From an optimization exercise on the open Yosys and OpenROAD flow, aimed at small area; shortcuts taken in it are not production practice. Only simulation tests tie the RTL to the original design; equivalence was not proved. Power is estimated from default activity; no workload was simulated.

## flow/design.v (module list and top-level ports; edited modules follow where they fit)
// module CSR: 567 lines
// module RegFile: 40 lines
// module AluArea: 87 lines
// module ImmGenWire: 19 lines
// module BrCondArea: 25 lines
// module Datapath: 322 lines
// module Control: 492 lines
// module Core: 129 lines
module Core(
  input         clock,
  input         reset,
  output        io_icache_req_valid,
  output [31:0] io_icache_req_bits_addr,
  input         io_icache_resp_valid,
  input  [31:0] io_icache_resp_bits_data,
  output        io_dcache_abort,
  output        io_dcache_req_valid,
  output [31:0] io_dcache_req_bits_addr,
  output [31:0] io_dcache_req_bits_data,
  output [3:0]  io_dcache_req_bits_mask,
  input         io_dcache_resp_valid,
  input  [31:0] io_dcache_resp_bits_data
);
  // ...
==> flow/run.sh <==
#!/bin/bash
# synth_recipe.tcl (not shown) runs the flow's synth.tcl, then flattens the netlist and writes it again
# the make line also repeats each setting of config.mk as NAME=value (left out here)
make -C /OpenROAD-flow-scripts/flow DESIGN_CONFIG=/design/flow/config.mk WORK_HOME=/design/flow/orfs CLKGATE_MAP_FILE= SYNTH_SCRIPT=/design/flow/synth_recipe.tcl finish
==> flow/config.mk <==
export PLATFORM = sky130hd
export DESIGN_NAME = Core
export DESIGN_NICKNAME = Core
export VERILOG_FILES = /design/flow/design.v
export SDC_FILE = /design/flow/constraint.sdc
export NUM_CORES = 4
export LEC_CHECK = 0
export CAP_MARGIN = 20
export CORE_MARGIN = 2
export CORE_UTILIZATION = 40
export SLEW_MARGIN = 20
==> flow/constraint.sdc <==
create_clock -name core_clock -period 13.0 [get_ports {clock}]
set_input_delay 2.6000 -clock core_clock [delete_from_list [all_inputs] [get_ports {clock}]]
set_output_delay 2.6000 -clock core_clock [all_outputs]
set_load 0.01 [all_outputs]
==> run notes, run 1 <==
- The flow ran to the end and the layout has no timing, DRC or antenna violations.
- The non-clock inverters instantiated in the layout total 182.
- The post-detailed-route count of antenna-violating nets is 0.
- In the post-synthesis netlist, the biggest area contributors are edfxtp_1 38%, mux4_2 10%, dfxtp_1 10%.
- In the layout the tool counted multi-input logic cells amounting to 6217.
- The slowest stage of the critical path is the clkdlybuf4s50_1 cell.
- The final global-route overflow total is 0.
- By count the netlist is led by 1189 x edfxtp_1, 800 x nor2_1, 793 x nand2_1.
- The initial antenna violation count was 29.
- The arrival time at the worst endpoint is 9890 ps.
- Measured along the x axis, the die boundary spans 492 microns.
- The wire-length estimate of the detail-placed layout is 319000 microns.
- The clock group total power is roughly 0.0054 W.
- For this design the total switching power over the nets is about 0.0045 W.
- After detailed placement, the design holds a cell count of 11800.
- The combinational power is 0.00294 W.
- The min-delay analysis places its worst path in the category reg2reg.
- The minimum clock period after layout is 12490 ps.
- The number of flops mapped to enable cells by yosys is 1189.
- The register bank with the most flops is dpath.regFile.regs.
- The number of buffers on the longest clock path is 3.
- The per-instance average area after synthesis is 10.9 sq um.
- After filler insertion, the fill cell instance count of the layout stands at 21700.
- The share of synthesized area in the top cell type comes to 37.5%.
- The number of warnings reported in the yosys synthesis log is 3.
- After the first detailed-routing iteration, the DRC count stood at 14100.
- Counting buffers and inverters, the worst setup path is 29 cells deep.
- In the final design database the tool counted 9008 nets.
- Of the total power, the clock network draws 38.0%.
- The origin of the worst min-delay path is dpath.ew_reg_inst[18].
- The library cells used most frequently in the layout, excluding fill and tap cells, are 1189 x edfxtp_1, 789 x nand2_1, 750 x nor2_1.
- The quantity of gates resized following cts is 1.
- The site row count is 179.
- The power group with the highest consumption is sequential cells.
- After synthesis, the netlist uses 123 different library cells.
- The number of buffers and inverters on the critical path is 4.
- The worst setup margin is 511 ps.
- The layout clock buffer count is 230.
- Combinational cells account for 20.8% of the total power.
- The hold violation count in the final report is 0.
- The met3 capacity usage during global routing is 10.0%.
- The switching fraction of total power is 31.8%.
- The xor-xnor portion of the synthesized cell area is 2.92%.
==> module Core, before the edit <==
module Core(
  input         clock,
  input         reset,
  output        io_icache_req_valid,
  output [31:0] io_icache_req_bits_addr,
  input         io_icache_resp_valid,
  input  [31:0] io_icache_resp_bits_data,
  output        io_dcache_abort,
  output        io_dcache_req_valid,
  output [31:0] io_dcache_req_bits_addr,
  output [31:0] io_dcache_req_bits_data,
  output [3:0]  io_dcache_req_bits_mask,
  input         io_dcache_resp_valid,
  input  [31:0] io_dcache_resp_bits_data
);
  wire  dpath_clock;  
  wire  dpath_reset;  
  wire  dpath_io_icache_req_valid;  
  wire [31:0] dpath_io_icache_req_bits_addr;  
  wire  dpath_io_icache_resp_valid;  
  wire [31:0] dpath_io_icache_resp_bits_data;  
  wire  dpath_io_dcache_abort;  
  wire  dpath_io_dcache_req_valid;  
  wire [31:0] dpath_io_dcache_req_bits_addr;  
  wire [31:0] dpath_io_dcache_req_bits_data;  
  wire [3:0] dpath_io_dcache_req_bits_mask;  
  wire  dpath_io_dcache_resp_valid;  
  wire [31:0] dpath_io_dcache_resp_bits_data;  
  wire [31:0] dpath_io_ctrl_inst;  
  wire [1:0] dpath_io_ctrl_pc_sel;  
  wire  dpath_io_ctrl_inst_kill;  
  wire  dpath_io_ctrl_A_sel;  
  wire  dpath_io_ctrl_B_sel;  
  wire [2:0] dpath_io_ctrl_imm_sel;  
  wire [3:0] dpath_io_ctrl_alu_op;  
  wire [2:0] dpath_io_ctrl_br_type;  
  wire [1:0] dpath_io_ctrl_st_type;  
  wire [2:0] dpath_io_ctrl_ld_type;  
  wire [1:0] dpath_io_ctrl_wb_sel;  
  wire  dpath_io_ctrl_wb_en;  
  wire [2:0] dpath_io_ctrl_csr_cmd;  
  wire  dpath_io_ctrl_illegal;  
  wire [31:0] ctrl_io_inst;  
  wire [1:0] ctrl_io_pc_sel;  
  wire  ctrl_io_inst_kill;  
  wire  ctrl_io_A_sel;  
  wire  ctrl_io_B_sel;  
  wire [2:0] ctrl_io_imm_sel;  
  wire [3:0] ctrl_io_alu_op;  
  wire [2:0] ctrl_io_br_type;  
  wire [1:0] ctrl_io_st_type;  
  wire [2:0] ctrl_io_ld_type;  
  wire [1:0] ctrl_io_wb_sel;  
  wire  ctrl_io_wb_en;  
  wire [2:0] ctrl_io_csr_cmd;  
  wire  ctrl_io_illegal;  
  Datapath dpath (  
    .clock(dpath_clock),
    .reset(dpath_reset),
    .io_icache_req_valid(dpath_io_icache_req_valid),
    .io_icache_req_bits_addr(dpath_io_icache_req_bits_addr),
    .io_icache_resp_valid(dpath_io_icache_resp_valid),
    .io_icache_resp_bits_data(dpath_io_icache_resp_bits_data),
    .io_dcache_abort(dpath_io_dcache_abort),
    .io_dcache_req_valid(dpath_io_dcache_req_valid),
    .io_dcache_req_bits_addr(dpath_io_dcache_req_bits_addr),
    .io_dcache_req_bits_data(dpath_io_dcache_req_bits_data),
    .io_dcache_req_bits_mask(dpath_io_dcache_req_bits_mask),
    .io_dcache_resp_valid(dpath_io_dcache_resp_valid),
    .io_dcache_resp_bits_data(dpath_io_dcache_resp_bits_data),
    .io_ctrl_inst(dpath_io_ctrl_inst),
    .io_ctrl_pc_sel(dpath_io_ctrl_pc_sel),
    .io_ctrl_inst_kill(dpath_io_ctrl_inst_kill),
    .io_ctrl_A_sel(dpath_io_ctrl_A_sel),
    .io_ctrl_B_sel(dpath_io_ctrl_B_sel),
    .io_ctrl_imm_sel(dpath_io_ctrl_imm_sel),
    .io_ctrl_alu_op(dpath_io_ctrl_alu_op),
    .io_ctrl_br_type(dpath_io_ctrl_br_type),
    .io_ctrl_st_type(dpath_io_ctrl_st_type),
    .io_ctrl_ld_type(dpath_io_ctrl_ld_type),
    .io_ctrl_wb_sel(dpath_io_ctrl_wb_sel),
    .io_ctrl_wb_en(dpath_io_ctrl_wb_en),
    .io_ctrl_csr_cmd(dpath_io_ctrl_csr_cmd),
    .io_ctrl_illegal(dpath_io_ctrl_illegal)
  );
  Control ctrl (  
    .io_inst(ctrl_io_inst),
    .io_pc_sel(ctrl_io_pc_sel),
    .io_inst_kill(ctrl_io_inst_kill),
    .io_A_sel(ctrl_io_A_sel),
    .io_B_sel(ctrl_io_B_sel),
    .io_imm_sel(ctrl_io_imm_sel),
    .io_alu_op(ctrl_io_alu_op),
    .io_br_type(ctrl_io_br_type),
    .io_st_type(ctrl_io_st_type),
    .io_ld_type(ctrl_io_ld_type),
    .io_wb_sel(ctrl_io_wb_sel),
    .io_wb_en(ctrl_io_wb_en),
    .io_csr_cmd(ctrl_io_csr_cmd),
    .io_illegal(ctrl_io_illegal)
  );
  assign io_icache_req_valid = dpath_io_icache_req_valid;  
  assign io_icache_req_bits_addr = dpath_io_icache_req_bits_addr;  
  assign io_dcache_abort = dpath_io_dcache_abort;  
  assign io_dcache_req_valid = dpath_io_dcache_req_valid;  
  assign io_dcache_req_bits_addr = dpath_io_dcache_req_bits_addr;  
  assign io_dcache_req_bits_data = dpath_io_dcache_req_bits_data;  
  assign io_dcache_req_bits_mask = dpath_io_dcache_req_bits_mask;  
  assign dpath_clock = clock;
  assign dpath_reset = reset;
  assign dpath_io_icache_resp_valid = io_icache_resp_valid;  
  assign dpath_io_icache_resp_bits_data = io_icache_resp_bits_data;  
  assign dpath_io_dcache_resp_valid = io_dcache_resp_valid;  
  assign dpath_io_dcache_resp_bits_data = io_dcache_resp_bits_data;  
  assign dpath_io_ctrl_pc_sel = ctrl_io_pc_sel;  
  assign dpath_io_ctrl_inst_kill = ctrl_io_inst_kill;  
  assign dpath_io_ctrl_A_sel = ctrl_io_A_sel;  
  assign dpath_io_ctrl_B_sel = ctrl_io_B_sel;  
  assign dpath_io_ctrl_imm_sel = ctrl_io_imm_sel;  
  assign dpath_io_ctrl_alu_op = ctrl_io_alu_op;  
  assign dpath_io_ctrl_br_type = ctrl_io_br_type;  
  assign dpath_io_ctrl_st_type = ctrl_io_st_type;  
  assign dpath_io_ctrl_ld_type = ctrl_io_ld_type;  
  assign dpath_io_ctrl_wb_sel = ctrl_io_wb_sel;  
  assign dpath_io_ctrl_wb_en = ctrl_io_wb_en;  
  assign dpath_io_ctrl_csr_cmd = ctrl_io_csr_cmd;  
  assign dpath_io_ctrl_illegal = ctrl_io_illegal;  
  assign ctrl_io_inst = dpath_io_ctrl_inst;  
endmodule
==> run 2: changes to the inputs <==
==> flow/design.v (replaced) <==
module Core(
  input         clock,
  input         reset,
  output        io_icache_req_valid,
  output [31:0] io_icache_req_bits_addr,
  input         io_icache_resp_valid,
  input  [31:0] io_icache_resp_bits_data,
  output        io_dcache_abort,
  output        io_dcache_req_valid,
  output [31:0] io_dcache_req_bits_addr,
  output [31:0] io_dcache_req_bits_data,
  output [3:0]  io_dcache_req_bits_mask,
  input         io_dcache_resp_valid,
  input  [31:0] io_dcache_resp_bits_data
);
  wire go = io_icache_resp_valid & io_dcache_resp_valid;
  reg         started;
  reg  [31:1] pc;           
  reg  [31:0] fe_inst;
  reg  [31:1] fe_pc;
  reg  [11:0] ew_csr;       
  reg         ew_rs1nz;     
  reg  [2:0]  ew_f3;        
  reg  [4:0]  ew_rd;        
  reg         ew_nop;       
  reg  [31:0] ew_alu;       
  reg         ew_st;        
  reg  [1:0]  wb_sel;       
  reg         wb_en;
  reg  [2:0]  csr_cmd;
  reg         illegal;
  wire [31:0] I = fe_inst;
  wire [2:0]  f3 = I[14:12];
  wire        q11 = I[1:0] == 2'b11;
  wire [4:0]  opc = I[6:2];
  wire o_lui    = q11 & opc == 5'b01101;
  wire o_auipc  = q11 & opc == 5'b00101;
  wire o_jal    = q11 & opc == 5'b11011;
  wire o_jalr   = q11 & opc == 5'b11001;
  wire o_br     = q11 & opc == 5'b11000;
  wire o_ld     = q11 & opc == 5'b00000;
  wire o_st     = q11 & opc == 5'b01000;
  wire o_imm    = q11 & opc == 5'b00100;
  wire o_op     = q11 & opc == 5'b01100;
  wire o_mem    = q11 & opc == 5'b00011;
  wire o_sys    = q11 & opc == 5'b11100;
  wire f7z  = I[31:25] == 7'h00;
  wire f7s  = I[31:25] == 7'h20;
  wire d_jalr  = o_jalr & f3 == 3'd0;
  wire d_br    = o_br & f3[2:1] != 2'b01;
  wire d_ld    = o_ld & (f3[1:0] != 2'b11) & ~(f3[2] & f3[1]);
  wire d_st    = o_st & ~f3[2] & (f3[1:0] != 2'b11);
  wire d_imm   = o_imm & (f3 == 3'd1 ? f7z : f3 == 3'd5 ? (f7z | f7s) : 1'b1);
  wire d_op    = o_op & (f7z | (f7s & (f3 == 3'd0 | f3 == 3'd5)));
  wire d_fence = o_mem & I[31:28] == 4'h0 & I[19:0] == 20'h0000f;
  wire d_fencei= I == 32'h0000100f;
  wire d_csr   = o_sys & f3[1:0] != 2'b00;
  wire d_ecall = I == 32'h00000073;
  wire d_ebrk  = I == 32'h00100073;
  wire d_eret  = I == 32'h10000073;
  wire d_wfi   = I == 32'h10200073;
  wire legal = o_lui | o_auipc | o_jal | d_jalr | d_br | d_ld | d_st | d_imm | d_op |
               d_fence | d_fencei | d_csr | d_ecall | d_ebrk | d_eret | d_wfi;
  wire c_jump = o_jal | d_jalr;
  wire c_hold = d_ld | d_fencei | d_csr;
  wire c_kill = c_jump | c_hold | d_eret;
  wire c_wben = o_lui | o_auipc | c_jump | d_ld | d_imm | d_op | d_csr;
  wire [1:0] c_wbsel = c_jump ? 2'd2 : d_ld ? 2'd1 : d_csr ? 2'd3 : 2'd0;
  wire [2:0] c_cmd = d_csr ? {1'b0, f3[1:0]} : (d_ecall | d_ebrk | d_eret) ? 3'd4 : 3'd0;
  wire i_u = opc[0] & opc[2] & ~opc[4];          
  wire i_j = opc == 5'b11011;
  wire i_b = opc == 5'b11000;
  wire i_s = opc == 5'b01000;
  wire i_z = opc == 5'b11100;
  wire sgn = I[31];
  wire [31:0] imm;
  assign imm[31:20] = i_u ? I[31:20] : i_z ? 12'h0 : {12{sgn}};
  assign imm[19:12] = (i_u | i_j) ? I[19:12] : i_z ? 8'h0 : {8{sgn}};
  assign imm[11]    = i_u ? 1'b0 : i_j ? I[20] : i_b ? I[7] : i_z ? 1'b0 : sgn;
  assign imm[10:5]  = (i_u | i_z) ? 6'h0 : I[30:25];
  assign imm[4:1]   = i_u ? 4'h0 : i_z ? (f3[2] ? I[19:16] : 4'h0) : (i_s | i_b) ? I[11:8] : I[24:21];
  assign imm[0]     = (i_u | i_j | i_b) ? 1'b0 : i_z ? (f3[2] & I[15]) : i_s ? I[7] : I[20];
  wire [4:0] rs1a = I[19:15];
  wire [4:0] rs2a = I[24:20];
  reg  [31:0] rf [1:31];
  reg  [31:0] rf1, rf2;
  integer k;
  always @* begin
    rf1 = 32'h0; rf2 = 32'h0;
    for (k = 1; k < 32; k = k + 1) begin
      rf1 = rf1 | ({32{rs1a == k}} & rf[k]);
      rf2 = rf2 | ({32{rs2a == k}} & rf[k]);
    end
  end
  wire byp = wb_en & wb_sel == 2'd0;
  wire h1 = byp & rs1a != 5'd0 & rs1a == ew_rd;
  wire h2 = byp & rs2a != 5'd0 & rs2a == ew_rd;
  wire [31:0] rs1 = h1 ? ew_alu : rf1;
  wire [31:0] rs2 = h2 ? ew_alu : rf2;
  wire a_pc   = opc[2:0] == 3'b101 & ~opc[3] & ~opc[4] | opc == 5'b11011 | opc == 5'b11000;
  wire a_zero = opc == 5'b01101 | (opc == 5'b11100 & f3[2]);
  wire [31:0] A = a_pc ? {fe_pc, 1'b0} : a_zero ? 32'h0 : rs1;
  wire [31:0] B = o_op ? rs2 : imm;
  wire arith = o_op | o_imm;
  wire [2:0] fn = arith ? f3 : 3'd0;
  wire sub = (o_op & I[30] & f3 == 3'd0) | (arith & f3[2:1] == 2'b01);
  wire [31:0] Bx = sub ? ~B : B;
  wire [32:0] sum33 = {1'b0, A} + {1'b0, Bx} + {32'h0, sub};
  wire [31:0] sum = sum33[31:0];
  wire lt = (A[31] == B[31]) ? sum[31] : (f3[0] ? B[31] : A[31]);
  wire [4:0] sh = B[4:0];
  wire shl = ~f3[2];
  reg  [31:0] shin;
  integer j;
  always @* for (j = 0; j < 32; j = j + 1) shin[j] = shl ? A[31-j] : A[j];
  wire [32:0] shx = {I[30] & ~shl & A[31], shin};
  wire [32:0] shr33 = $signed(shx) >>> sh;
  wire [31:0] shr = shr33[31:0];
  reg  [31:0] shlo;
  always @* for (j = 0; j < 32; j = j + 1) shlo[j] = shr[31-j];
  reg  [31:0] alu;
  always @* begin
    case (fn)
      3'd0: alu = sum;
      3'd1: alu = shlo;
      3'd2, 3'd3: alu = {31'h0, lt};
      3'd4: alu = A ^ B;
      3'd5: alu = shr;
      3'd6: alu = A | B;
      default: alu = A & B;
    endcase
  end
  wire beq  = rs1 == rs2;
  wire bltu = rs1 < rs2;
  wire blt  = bltu ^ rs1[31] ^ rs2[31];
  wire taken = d_br & ((f3[2] ? (f3[1] ? bltu : blt) : beq) ^ f3[0]);
  reg  [31:0] time_, timeh, cycle, cycleh, instret, instreth;
  reg  [1:0]  PRV, PRV1;
  reg         IE, IE1, MTIP, MTIE, MSIP, MSIE;
  reg  [31:0] mtimecmp, mscratch, mbadaddr, mtohost, mfromhost;
  reg  [31:2] mepc;
  reg         mc31;
  reg  [3:0]  mc;
  wire [11:0] ca = ew_csr;
  wire is_ld  = wb_en & wb_sel == 2'd1;
  wire is_jmp = wb_en & wb_sel == 2'd2;
  wire [31:0] addr = ew_alu;
  wire iaddr_bad = is_jmp & addr[1];
  wire mis = (ew_f3[1:0] == 2'd2 & addr[1:0] != 2'd0) | (ew_f3[1:0] == 2'd1 & addr[0]);
  wire laddr_bad = is_ld & mis;
  wire saddr_bad = ew_st & mis;
  wire priv = csr_cmd == 3'd4;
  wire isEcall  = priv & ~ca[0] & ~ca[8];
  wire isEbreak = priv &  ca[0] & ~ca[8];
  wire isEret   = priv & ~ca[0] &  ca[8];
  wire privValid = ca[9:8] <= PRV;
  wire csrValid =
    ca == 12'hc00 | ca == 12'hc01 | ca == 12'hc02 | ca == 12'hc80 | ca == 12'hc81 | ca == 12'hc82 |
    ca == 12'h900 | ca == 12'h901 | ca == 12'h902 | ca == 12'h980 | ca == 12'h981 | ca == 12'h982 |
    ca == 12'hf00 | ca == 12'hf01 | ca == 12'hf10 | ca == 12'h301 | ca == 12'h302 | ca == 12'h304 |
    ca == 12'h321 | ca == 12'h701 | ca == 12'h741 | ca == 12'h340 | ca == 12'h341 | ca == 12'h342 |
    ca == 12'h343 | ca == 12'h344 | ca == 12'h780 | ca == 12'h781 | ca == 12'h300;
  wire csrRO = ca[11:10] == 2'b11 | ca == 12'h301 | ca == 12'h302;
  wire wen = csr_cmd == 3'd1 | (csr_cmd[1] & ew_rs1nz);
  wire expt = illegal | iaddr_bad | laddr_bad | saddr_bad |
              (csr_cmd[1:0] != 2'd0 & (~csrValid | ~privValid)) |
              (wen & csrRO) | (priv & ~privValid) | isEcall | isEbreak;
  wire [31:0] mstatus = {26'h0, PRV1, IE1, PRV, IE};
  reg  [31:0] cout;
  always @* begin
    if (ca[11]) begin
      if (ca[10] & ca[8])        cout = (~ca[4] & ~ca[0]) ? 32'h00100100 : 32'h0;   
      else case ({ca[7], ca[1:0]})                                                   
        3'b000: cout = cycle;
        3'b001: cout = time_;
        3'b010: cout = instret;
        3'b100: cout = cycleh;
        3'b101: cout = timeh;
        default: cout = instreth;
      endcase
    end else if (ca[10]) begin                                                       
      if (ca[7])      cout = ca[0] ? mfromhost : mtohost;
      else            cout = ca[6] ? timeh : time_;
    end else if (ca[6]) begin                                                        
      if (ca[2])      cout = {24'h0, MTIP, 3'h0, MSIP, 3'h0};
      else case (ca[1:0])
        2'd0: cout = mscratch;
        2'd1: cout = {mepc, 2'b00};
        2'd2: cout = {mc31, 27'h0, mc};
        default: cout = mbadaddr;
      endcase
    end else if (ca[5]) cout = mtimecmp;                                             
    else if (ca[2])     cout = {24'h0, MTIE, 3'h0, MSIE, 3'h0};                      
    else case (ca[1:0])                                                              
      2'd0: cout = mstatus;
      2'd1: cout = 32'h100;
      default: cout = 32'h0;
    endcase
  end
  wire [31:0] cin = ew_alu;
  wire [31:0] wdata = csr_cmd[1] ? (csr_cmd[0] ? (cout & ~cin) : (cout | cin)) : cin;
  wire wr = go & ~expt & wen;
  wire g9 = ca[11];
  wire g7 = ~ca[11] & ca[10];
  wire g3 = ~ca[11] & ~ca[10];
  wire w_cycle    = wr & g9 & ~ca[7] & ca[1:0] == 2'd0;
  wire w_time     = wr & ((g9 & ~ca[7] & ca[1:0] == 2'd1) | (g7 & ~ca[7] & ~ca[6]));
  wire w_instret  = wr & g9 & ~ca[7] & ca[1:0] == 2'd2;
  wire w_cycleh   = wr & g9 &  ca[7] & ca[1:0] == 2'd0;
  wire w_timeh    = wr & ((g9 & ca[7] & ca[1:0] == 2'd1) | (g7 & ~ca[7] & ca[6]));
  wire w_instreth = wr & g9 &  ca[7] & ca[1:0] == 2'd2;
  wire w_tohost   = wr & g7 & ca[7] & ~ca[0];
  wire w_fromhost = wr & g7 & ca[7] &  ca[0];
  wire w_mstatus  = wr & g3 & ~ca[6] & ~ca[5] & ~ca[2];
  wire w_mie      = wr & g3 & ~ca[6] & ~ca[5] &  ca[2];
  wire w_mtimecmp = wr & g3 & ~ca[6] &  ca[5];
  wire w_mscratch = wr & g3 & ca[6] & ~ca[2] & ca[1:0] == 2'd0;
  wire w_mepc     = wr & g3 & ca[6] & ~ca[2] & ca[1:0] == 2'd1;
  wire w_mcause   = wr & g3 & ca[6] & ~ca[2] & ca[1:0] == 2'd2;
  wire w_mbad     = wr & g3 & ca[6] & ~ca[2] & ca[1:0] == 2'd3;
  wire w_mip      = wr & g3 & ca[6] &  ca[2];
  wire trap = go & expt;
  wire eret = go & ~expt & isEret;
  wire isInstRet = ~ew_nop & (~expt | isEcall | isEbreak) & go;
  wire [3:0] cause = iaddr_bad ? 4'h0 : laddr_bad ? 4'h4 : saddr_bad ? 4'h6 :
                     isEcall ? {2'b10, PRV} : isEbreak ? 4'h3 : 4'h2;
  wire tcarry = &time_;
  wire ccarry = &cycle;
  wire icarry = &instret;
  wire [31:0] wdr = reset ? 32'h0 : wdata;
  always @(posedge clock) begin
    time_    <= (w_time     | reset) ? wdr : time_ + 32'h1;
    timeh    <= (w_timeh    | reset) ? wdr : timeh + {31'h0, tcarry};
    cycle    <= (w_cycle    | reset) ? wdr : cycle + 32'h1;
    cycleh   <= (w_cycleh   | reset) ? wdr : cycleh + {31'h0, ccarry};
    instret  <= (w_instret  | reset) ? wdr : instret + {31'h0, isInstRet};
    instreth <= (w_instreth | reset) ? wdr : instreth + {31'h0, isInstRet & icarry};
    if (w_tohost | reset) mtohost <= wdr;
    if (reset) begin
      PRV <= 2'h3; PRV1 <= 2'h3; IE <= 1'b0; IE1 <= 1'b0;
      MTIP <= 1'b0; MTIE <= 1'b0; MSIP <= 1'b0; MSIE <= 1'b0;
    end else begin
      if (trap) begin
        PRV <= 2'h3; PRV1 <= PRV; IE <= 1'b0; IE1 <= IE;
      end else if (eret) begin
        PRV <= PRV1; PRV1 <= 2'h0; IE <= IE1; IE1 <= 1'b1;
      end else if (w_mstatus) begin
        PRV1 <= wdata[5:4]; IE1 <= wdata[3]; PRV <= wdata[2:1]; IE <= wdata[0];
      end
      if (w_mip) begin MTIP <= wdata[7]; MSIP <= wdata[3]; end
      if (w_mie) begin MTIE <= wdata[7]; MSIE <= wdata[3]; end
    end
    if (w_mtimecmp) mtimecmp <= wdata;
    if (w_mscratch) mscratch <= wdata;
    if (w_fromhost) mfromhost <= wdata;
    if (trap) mepc <= fe_pc[31:2] - 30'h1;    
    else if (w_mepc) mepc <= wdata[31:2];
    if (trap) begin mc31 <= 1'b0; mc <= cause; end
    else if (w_mcause) begin mc31 <= wdata[31]; mc <= wdata[3:0]; end
    if (trap) begin if (iaddr_bad | laddr_bad | saddr_bad) mbadaddr <= addr; end
    else if (w_mbad) mbadaddr <= wdata;
  end
  wire [31:0] d = io_dcache_resp_bits_data;
  wire [1:0]  lo = ew_alu[1:0];
  wire [7:0]  lb = lo == 2'd0 ? d[7:0] : lo == 2'd1 ? d[15:8] : lo == 2'd2 ? d[23:16] : d[31:24];
  wire [7:0]  lh = lo == 2'd0 ? d[15:8] : lo == 2'd1 ? d[23:16] : lo == 2'd2 ? d[31:24] : 8'h0;
  wire        lmsb = ew_f3[0] ? lh[7] : lb[7];
  wire        lext = ~ew_f3[2] & lmsb;
  wire [31:0] load = ew_f3[1] ? d :
                     ew_f3[0] ? {{16{lext}}, lh, lb} : {{24{lext}}, lb};
  wire [31:1] link = fe_pc;
  wire [31:0] wbd = wb_sel == 2'd0 ? ew_alu : wb_sel == 2'd1 ? load :
                    wb_sel == 2'd2 ? {link, 1'b0} : cout;
  wire rf_we = wb_en & go & ~expt;
  genvar g;
  generate for (g = 1; g < 32; g = g + 1) begin : regs
    always @(posedge clock) if (rf_we & ew_rd == g) rf[g] <= wbd;
  end endgenerate
  wire [31:1] evec = {23'h0, 1'b1, PRV, 5'h0};           
  wire [31:1] pc4 = {pc[31:2] + 30'h1, pc[1]};
  wire [31:1] npc = expt ? evec : d_eret ? {mepc, 1'b0} :
                    (c_jump | taken) ? sum[31:1] : c_hold ? pc : pc4;
  wire kill = started | c_kill | taken | expt;
  wire [31:0] idata = io_icache_resp_bits_data;
  always @(posedge clock) begin
    started <= reset;
    if (reset) pc <= 31'h0fe;                                
    else if (go) pc <= npc;
    if (reset) fe_inst <= 32'h13;
    else if (go) fe_inst <= (kill | idata == 32'h0) ? 32'h13 : idata;
    if (go) fe_pc <= pc;
    if (reset) begin
      ew_nop <= 1'b1; ew_st <= 1'b0; wb_en <= 1'b0; csr_cmd <= 3'd0; illegal <= 1'b0;
    end else if (go & expt) begin
      ew_st <= 1'b0; wb_en <= 1'b0; csr_cmd <= 3'd0; illegal <= 1'b0;
    end else if (go) begin
      ew_nop <= fe_inst == 32'h13;
      ew_st <= d_st; wb_en <= c_wben; csr_cmd <= c_cmd; illegal <= ~legal;
    end
    if (go & ~expt) begin
      ew_csr <= I[31:20]; ew_rs1nz <= rs1a != 5'd0; ew_f3 <= f3; ew_rd <= I[11:7];
      ew_alu <= alu; wb_sel <= c_wbsel;
    end
  end
  assign io_icache_req_valid = go;
  assign io_icache_req_bits_addr = {npc, 1'b0};
  assign io_dcache_abort = expt;
  assign io_dcache_req_valid = go & (d_ld | d_st);
  assign io_dcache_req_bits_addr = {sum[31:2], 2'b00};
  wire [1:0] so = sum[1:0];
  assign io_dcache_req_bits_data = rs2 << {so, 3'b000};
  assign io_dcache_req_bits_mask = ~d_st ? 4'h0 : f3[1] ? 4'hf :
                                   f3[0] ? (4'h3 << so) : (4'h1 << so);
endmodule
--- a/flow/config.mk
+++ b/flow/config.mk
@@ -8,4 +8,5 @@
 export CAP_MARGIN = 20
 export CORE_MARGIN = 2
 export CORE_UTILIZATION = 40
+export SETUP_SLACK_MARGIN = 0.5
 export SLEW_MARGIN = 20
==> run notes, run 2 <==
- The total placed instance area is 0.0902 sq mm.
- The H-tree was split into 4 levels.
- The count of different cell masters after synthesis came to 114 (-7.3%).
- The final design instance area without fill is 0.0961 sq mm.
- The hold violation count in the final report is 0 (unchanged).
- The most used standard cell by instance count after synthesis is edfxtp_1.
- The internal portion of the total power is 0.00876 W.
- The register bank with the most flops is rf.
- The final critical path takes up 95.7% of the cycle.
- The worst setup path is captured at an output pin.
- The net switching power of the design is 0.00343 W (-23%).
- The minimum clock period after layout is 12440 ps (-45.5 ps).
- The measured slew at the worst slew-check pin is 1390 ps.
- The full die area is 0.214 sq mm.
- The width of the chip came to 462 microns (-5.9%).
- The floorplan die height is 462 microns.
- The predominant post-synthesis flop cell is edfxtp_1.
- Ranked by instance count, the synthesized netlist is headed by 1272 x edfxtp_1, 730 x nor2_1, 655 x a22oi_1.
- In this run the worst hold path is classified as reg2reg.
- The count of pins on the block boundary is 171.
- Setup violations remaining at the end of the flow were counted as 0.
- Multiplexer cells account for under 10% of the synthesized area.
- Static timing analysis puts the maximum clock frequency at 80.4 MHz.
- In this run the power density over the cells is 127 mW/mm^2.
- IR analysis of the VDD net gives a maximum drop of 0.151 mV.
- The first-pass iteration count of the detailed router is 14.
- Relative to the synthesized area, the layout overhead comes to 14.3%.
- The arrival time at the worst endpoint came to 9840 ps (-50 ps).
- Leaving out fill and tap cells, the most frequent cells in the layout are 1272 x edfxtp_1, 655 x a22oi_1, 646 x nor2_1.
- The register with the most flip-flops in the layout has about 990 of them.
- The site row count is 168 (-6.1%).
- The final sum of negative setup slack is 0 ps.
- The tree is rooted in a clkbuf_16.
- In the post-synthesis netlist, the biggest area contributors are edfxtp_1 45%, dfxtp_1 6.5%, a22oi_1 5.8%.
- Global routing consumed, over all layers together, a little over two fifths of the routing resources.
- The detail-routed net length per standard cell is between 40 and 50 microns.
- The post-detailed-route count of antenna-violating nets was 0 (unchanged).
- In the routed layout, each cell is associated on average with a via count of slightly above 7.
- The wire length of the first global-routing pass is 620000 microns.
- The share of the Yosys chip area taken by registers is approximately 52%.
- The initial standard-cell utilization of the core is 40.2%.
- After synthesis, the largest family of logic cells by area is compound AO/OA/AOI/OAI gates.
- After Yosys synthesis, full adders, half adders and majority gates account for about 2.1% of the synthesized area.
- For the worst setup path, the data required time is roughly 10000 ps.
- The number of global-route vias before repair was 73700.
- The static leakage power is 34.4 nW.
- STA classifies the critical path startpoint as a flip-flop.
- The per-instance average area after synthesis was 10.5 sq um (-3.7%).
- The library cell used most frequently in the layout, excluding fill and tap cells, is edfxtp_1.
- The part of the total power dissipated in combinational logic came to 12.9% (-7.9 points).
- The number of buffers added to fix hold violations after cts is 0.
- The placed wire-length estimate is 309000 microns (-3.1%).
- The area share of the largest cell type after synthesis came to 45.4% (+7.9 points).
- The final global-route overflow total came to 0 (unchanged).
- The post-synthesis instance total is 7980.
- The routability-driven placement congestion ratio is between 1 and 1.5.
- The synthesized netlist devotes 18.7% of its cell area to compound gates.
- The number of fillers in the final layout is 19300 (-11%).
- The number of buffers inserted by post-CTS setup repair is 0.
- The layout cell share with drive strength beyond 1 is a little under an eighth.
- For this run, design rule violations remaining after detail routing come to 0.
- The xor-xnor portion of the synthesized cell area is 3.22% (+0.31 points).
- The critical-path maximum fanout is 26.
- The run finished with no timing, DRC or antenna violations.
- Counting flops and latches in the post-synthesis netlist gives 1546.
- Clock skew on the completed layout was measured at 83.8 ps.
- The total vias in the final route is 79500.
- The total standard cell area after synthesis is 0.0841 sq mm.
- The switching fraction of total power was 28.2% (-3.6 points).
- For this run, asynchronously set or reset flops after synthesis account for 0%.
- The routed wire length is 465000 microns.
- The total of buffers placed on input and output ports is 167.
- The clock buffer count from CTS is roughly 170.
- The number of buffers on the longest clock path is 3 (unchanged).
- The clock share of power came to 41.2% (+3.2 points).
- The count of pins over their slew limit is 0.
- At the later pin of the worst-skew pair, clock insertion delay measures ~890 ps.
- The pin count of the biggest net entering global routing is 135.
- The quantity of gates resized following cts is 0 (-1).
- The number of nets in the layout was 8271 (-8.2%).
- Cells fill 45.9% of the core in the end.
- The number of warnings reported in the yosys synthesis log was 2 (-1).
- The initial antenna violation count is 34 (+17%).
- The number of clock sinks is 1546.
- The number of flops mapped to enable cells by yosys is 1272 (+7.0%).
- The clock slew seen by the registers of the worst setup and hold paths is 70 ps.
- The number of design-rule violations left by the first detailed-router iteration came to 16300 (+16%).
- The area of the core region is 0.209 sq mm.
- In this run the tightest slew margin relative to its limit is between 6 and 7%.
- The TritonCTS clock tree is built.
- The minimum setup slack after placement is 1920 ps.
- The worst setup margin is 556 ps (+45.5 ps).
- The synthesized netlist devotes between 15 and 20% of its cell area to simple gates.
- Of the total power, registers draw 45.8%.
- The setup path with the least slack is of type reg2out.
- The tool flagged a number of max-cap violations equal to 0.
- The cell type contributing the most total cell area after synthesis is edfxtp_1.
- Setup repair after global routing left no endpoint under its margin.
-- run 2: changes by cell type after synthesis, moves of 70 or more --
cell	delta
a211oi_1	-105
edfxtp_1	+83
and3_1	+297
nand4_1	+71
a22oi_1	+423
dfxtp_1	-206
a21oi_1	-168
nor2_1	-70
nand2_1	-232
mux4_2	-375
mux2i_1	-149
-- run 2: path summary, 6_finish.rpt --
| path | slack [ps] | from | to | depth (start not counted) |
|---|---|---|---|---|
| worst max register to register | 4210 | fe_inst[24] | ew_alu[28] | 22 |
| worst min-delay path | 490 | mc31 | mc31 | 2 |
| worst min register to register | 490 | mc31 | mc31 | 2 |
| worst max-delay path | 560 | fe_inst[24] | io_icache_req_bits_addr[30] | 22 |
-- run 2: logic make-up (layout without fill, tap and decap cells) --
family                     Yosys count  in the layout
other                                1             28
DFF                               1546           1546
AOI/OAI and AO/OA                 2248           2248
adders and majority gates          141            141
and+or+nand+nor                   2639           2639
muxes                              300            300
xor gates and xnor gates           308            308
buffers and inverters              797           1023
-- run 2: through the flow --
stage	std cells	power, W	hold WS [ps]
after floorplan	7982	0.00639	403
after global placement	10700	0.00717	460
after detailed placement	10700	0.00717	465
after CTS	11000	0.0121	484
after global routing	11000	0.0124	499
final	11000	0.0122	488
-- run 2: final cells by class --
cell class                 instances  area, sq um  area share (%)
sequential                      1546        43700            45.5
timing repair buffer             500         4260            4.43
multi-input combinational       5639        38100            39.7
clock buffer                     215         4610            4.80
clock inverter                   105         1100            1.14
antenna                           25         62.6          0.0651
tap                             2805         3510            3.65
inverter                         203          762           0.793
-- run 2: power groups by stage --
stage	clock network, W	logic (W)	registers [W]
after floorplan	0	0.000761	0.00563
after detailed placement	0	0.00149	0.00568
final	0.00503	0.00158	0.00559
after global routing	0.00522	0.00160	0.00558
after global placement	0	0.00149	0.00568
after CTS	0.00503	0.00150	0.00558
-- run 2: worst max-delay path, stage by stage, from the launching register on --
cell	delay [ps]
dfxtp_1	1030
nand3b_1	530
nor2_4	950
buf_4	460
a22oi_1	150
nand3_1	110
nor2_1	70
a31oi_2	670
a22oi_1	430
xnor2_1	240
ha_1	400
a21oi_1	280
o21ai_0	210
o21a_1	240
o211ai_1	380
o22ai_1	200
o41ai_1	740
nor3_1	110
nor3_1	260
xnor2_1	470
mux2i_1	210
a21oi_1	230
clkdlybuf4s50_1	570
-- run 2: layer usage --
layer | vias to the layer above | track usage (%) | share of wire, %
li1 | 30900 | - | -
met1 | 38600 | 48.9 | 34
met2 | 7638 | 62.1 | 42
met3 | 2327 | 15.0 | 14
met4 | 22 | 31.9 | 9.8
met5 | - | 0 | 0.040

==> re-timing with driven ports <==
How much do the figures lean on ideal ports? The routed layouts below were timed once more, with nothing changed but the port constraints. Step 1 sets driving cells, clkbuf_16 on the clock port and buf_2 on the other inputs (assumed; they add their load-dependent delay and slew). Step 2 also shifts input and output timing later by t, the mid clock arrival at the registers, as if the neighbouring blocks saw the same clock. a / b / c = ideal ports / drivers / drivers and shift; a / b = the first two.
| run | t, ns | slack for setup (ns) | worst setup path at the end | latest minus earliest clock arrival (ns) | pins driven straight from the clock port |
|---|---|---|---|---|---|
| run 1 | 0.942 | 0.511 / 0.413 / 1.354 | register to output | 0.077 / 0.077 | 1 |
| run 2 | 0.941 | 0.556 / 0.461 / 1.402 | register to output | 0.084 / 0.084 | 1 |
After both steps every run listed still meets setup and hold.
